From an optimization exercise on the open Yosys and OpenROAD flow, aimed at small area, a short achievable clock period and few clock cycles per item; shortcuts taken in it are not production practice. At most, simulation tests tie the RTL to the original design; equivalence was not proved. Power figures rest on the tool's default switching activity, not on a simulated workload.

==> harbor <==
==> flow/design.v (excerpt) <==
module multiplier(
	input logic clk,
	input logic rst,
	input logic start_flag,
	input logic[15:0] a,
	input logic[15:0] b,
	output logic[31:0] result,
	output logic status
	);
Settings: LEC_CHECK=0, CAP_MARGIN=20, CORE_MARGIN=2, CORE_UTILIZATION=40, SLEW_MARGIN=20; clock period 4.0 ns.
run.sh (not shown) runs the stock make flow with config.mk's settings and CLKGATE_MAP_FILE= SYNTH_SCRIPT=/design/flow/synth_recipe.tcl, a recipe that flattens the netlist after the stock synthesis.
==> maple (differences from harbor) <==
--- a/flow/design.v
+++ b/flow/design.v
@@ -775,27 +775,21 @@
 	assign c382 = (pp140 & pp158) | (pp140 & c378) | (pp158 & c378);
 	assign s383 = ~pp159;
 	assign c384 = pp159;
 	logic[31:0] rs, rc;
 	assign rs = {1'b1, pp160, c382, c380, c376, c372, c366, c360, c352, c344, c334, c324, c312, c300, c286, c272, c258, c244, s241, c220, c210, s207, s197, s189, s181, s175, s169, s165, c162, pp24, pp5, pp4};
 	assign rc = {1'b0, c384, s383, s381, s379, s375, s371, s365, s359, s351, s343, s333, s323, s311, s299, s285, s271, s257, s243, s231, s219, s209, s199, s191, s183, s177, s171, s167, s163, s161, 1'b0, neg3};
-	logic[23:0] hs_q, hc_q;
-	logic[8:0] lo;
-	logic[7:0] lo_q;
-	logic cin_q;
-	assign lo = {1'b0, rs[7:0]} + {1'b0, rc[7:0]};
+	logic[31:0] hs_q, hc_q;
 	logic done;
 	always_ff @(posedge clk) begin
-		hs_q <= rs[31:8];
-		hc_q <= rc[31:8];
-		lo_q <= lo[7:0];
-		cin_q <= lo[8];
+		hs_q <= rs[31:0];
+		hc_q <= rc[31:0];
 	end
 	always_ff @(posedge clk or negedge rst) begin
 		if(~rst) done <= 1'b0;
 		else done <= start_flag;
 	end
-	logic[24:0] hi;
-	assign hi = {hs_q, 1'b1} + {hc_q, cin_q};
-	assign result = {hi[24:1], lo_q};
+	logic[32:0] hi;
+	assign hi = {hs_q, 1'b0} + {hc_q, 1'b0};
+	assign result = hi[32:1];
 	assign status = done;
 endmodule
==> run_results.csv <==
group,metric,value,unit
pwr,pg_comb,5080,uW
detailed_routing,wl_met3,2317,um
detailed_routing,wirelength_met1,14950,um
synth,synth_adder_area_share,28.14,%
setup_path,critical_path_depth,11,
setup_path,critPathMaxFanout,4,
floorplan,die_boundary_height,162.2,um
layout,final-clk-cell-share,1.156,%
global_routing,use_met3,2.400,%
setup_path,startpoint,"b[4]",
status,run_status,"timing/DRC/antenna clean",
layout,area_delta_synth_final,25.39,%
[end of results for harbor]
==> run_results.csv <==
group,metric,value,unit
detailed_routing,wirelength_met1,15690,um
synth,synth_adder_area_share,26.96,%
detailed_routing,wl_met3,1669,um
setup_path,critPathMaxFanout,9,
floorplan,die_boundary_height,167.1,um
pwr,pg_comb,5530,uW
setup_path,critical_path_depth,12,
status,run_status,"timing/DRC/antenna clean",
setup_path,startpoint,"a[10]",
synth,synth-async-reset-ratio,1.613,%
layout,area_delta_synth_final,25.47,%
global_routing,use_met3,1.545,%
[end of results for maple]
Function was not checked in any run of this note: the RTL went through the layout flow alone.


==> build 91: inputs <==
multiplier, a different RTL version from the one above (not shown whole).
clock: 4.0 ns
lec_check: 0
cap_margin: 20
core_margin: 2
core_utilization: 70
gpl_timing_driven: 1
setup_slack_margin: 0.3
slew_margin: 20
synth_hierarchical: 1
standard.sh (not shown) runs the stock make flow with config.mk's settings and CLKGATE_MAP_FILE= SYNTH_SCRIPT=/design/flow/synth_recipe.tcl, a recipe that flattens the netlist after the stock synthesis.
==> flow/flow/run.sh <==
#!/bin/bash
set -euo pipefail
cd "$(dirname "$0")/.."
export BUFFER_PORTS_ARGS="-buffer_cell sky130_fd_sc_hd__buf_2"
bash standard.sh > make.log 2>&1
==> inputs of build 90, as changes to build 91 <==
- CORE_UTILIZATION: 70 -> 80
==> inputs of trial 72, as changes to build 91 <==
==> flow/flow/run.sh (replaced) <==
#!/bin/bash
set -euo pipefail
cd "$(dirname "$0")/.."
export BUFFER_PORTS_ARGS="-buffer_cell sky130_fd_sc_hd__buf_1"
bash standard.sh > make.log 2>&1
==> notes <==
- Build 91 finished with timing, DRC and antenna clean. Build 90 passed the timing, DRC and antenna checks. Trial 72 produced a clean layout.
- Between trial 72 and build 90, the lower sequential share of layout area is in trial 72 (gap 0.20 points).
- Against build 90, the count of clock-buffer cells in the layout of trial 72 is lower by 3.
- Of build 90 and build 91, build 91 has the higher die area (gap about 12%, measured against build 91).
- Critical path depth: build 91 < trial 72 < build 90.
- Maximum frequency, lowest first: build 90, trial 72, build 91.
==> figures <==
| item | trial 72 | build 90 | build 91 |
|---|---|---|---|
| CP peak stage delay | 0.59 ns | 0.36 ns | 0.59 ns |
| Power of the sequential group | 0.000961 W | 0.000972 W | 0.000959 W |
| Routed met3 length | 1300 um | 1840 um | 1080 um |
| Critical path startpoint | b[11] | q9_1 | b[1] |
| Combinational cell fraction of total power | 70.9% | 72.1% | 71.0% |
| Vias in the first global route | 5711 | 5953 | 5758 |
| Portion of total power attributed to sequential cells | 18.6% | 17.3% | 18.0% |
| Area of the multi-input gates | 5790 um^2 | 5750 um^2 | 5750 um^2 |
| Final setup slack of the worst path | 0.393 ns | 0.371 ns | 0.451 ns |
| Met1 WL | 7590 um | 7550 um | 7770 um |
| End-of-flow core utilization | 81.6% | 91.1% | 80.4% |
| Outcome | complete, no violations | complete, no violations | complete, no violations |
Testbench counts of build 91, summed over its fixed seeds: cycles 1,608, items 1,600.
Testbench counts of build 90, summed over its fixed seeds: cycles 1,608, items 1,600.
Testbench counts of trial 72, summed over its fixed seeds: cycles 1,608, items 1,600.


==> exp/amber: inputs <==
RTL: one of the versions met above, not the one the previous note started from.
make LEC_CHECK=0 ABC_AREA=1 CAP_MARGIN=20 CORE_MARGIN=2 CORE_UTILIZATION=40 SLEW_MARGIN=20 finish   # period 4.0 ns
run.sh (not shown) runs the stock make flow with config.mk's settings and CLKGATE_MAP_FILE= SYNTH_SCRIPT=/design/flow/synth_recipe.tcl, a recipe that flattens the netlist after the stock synthesis.
Stock flow here: none of the scripts above is used.
==> exp/lagoon: changes against exp/amber <==
--- a/flow/config.mk
+++ b/flow/config.mk
@@ -5,7 +5,7 @@
 export SDC_FILE = /design/flow/constraint.sdc
 export NUM_CORES = 4
 export LEC_CHECK = 0
-export ABC_AREA = 1
+export ABC_CLOCK_PERIOD_IN_PS = 2500
 export CAP_MARGIN = 20
 export CORE_MARGIN = 2
 export CORE_UTILIZATION = 40
==> summary of the runs <==
Final area: exp/amber is lower than exp/lagoon (about 18%). In exp/lagoon the global-route usage is higher than in exp/amber, by 1.5 points. Between exp/amber and exp/lagoon, the lower fmax is in exp/amber (gap about 1.4%, measured against exp/lagoon). Sequential power: exp/amber is larger than exp/lagoon (about 4%). Of exp/amber and exp/lagoon, exp/lagoon has the higher synthesized area (gap 19%, measured against exp/lagoon). Final cell count: exp/lagoon is larger than exp/amber (24%). Critical path depth is the same in exp/lagoon and exp/amber. exp/amber finished with timing, DRC and antenna clean. exp/lagoon produced a clean layout. Against exp/amber, the utilization of exp/lagoon is lower by 0.78 points. Against exp/lagoon, the hold slack of exp/amber is lower by 9.6 ps. Setup slack: exp/lagoon is higher than exp/amber (56 ps).
No run of this note included a check of the RTL's function; only the layout flow was run.

## afterwards: timing with drivers on the ports
Ports are ideal in the flow. The routed layouts listed here were re-timed in OpenROAD. Step 1 sets driving cells, clkbuf_16 on the clock port and buf_2 on the other inputs (assumed; they add their load-dependent delay and slew). Step 2 also shifts input and output timing later by t, the mid clock arrival at the registers, as if the neighbouring blocks saw the same clock. Three values: ideal ports, drivers, drivers and shift; two values: the first two.
run | shift t [ns] | setup WS [ns] | worst register clock-pin slew, ns
harbor | 0.338 | 0.077 / 0.097 / -0.241 | 0.08 / 0.08
maple | 0.359 | 0.131 / 0.103 / -0.210 | 0.06 / 0.06
build 91 | 0.398 | 0.451 / 0.429 / 0.067 | 0.08 / 0.08
build 90 | 0.385 | 0.371 / 0.338 / 0.028 | 0.08 / 0.08
trial 72 | 0.386 | 0.393 / 0.394 / 0.008 | 0.07 / 0.07
exp/amber | 0.357 | 0.075 / 0.091 / -0.266 | 0.06 / 0.06
exp/lagoon | 0.359 | 0.131 / 0.103 / -0.210 | 0.06 / 0.06
With both steps, setup timing fails in harbor, maple, exp/amber and exp/lagoon, where it was met with ideal ports. For trial 72, which loses most, drivers alone change the setup slack by +0.001 ns; drivers and shift together by -0.385 ns.
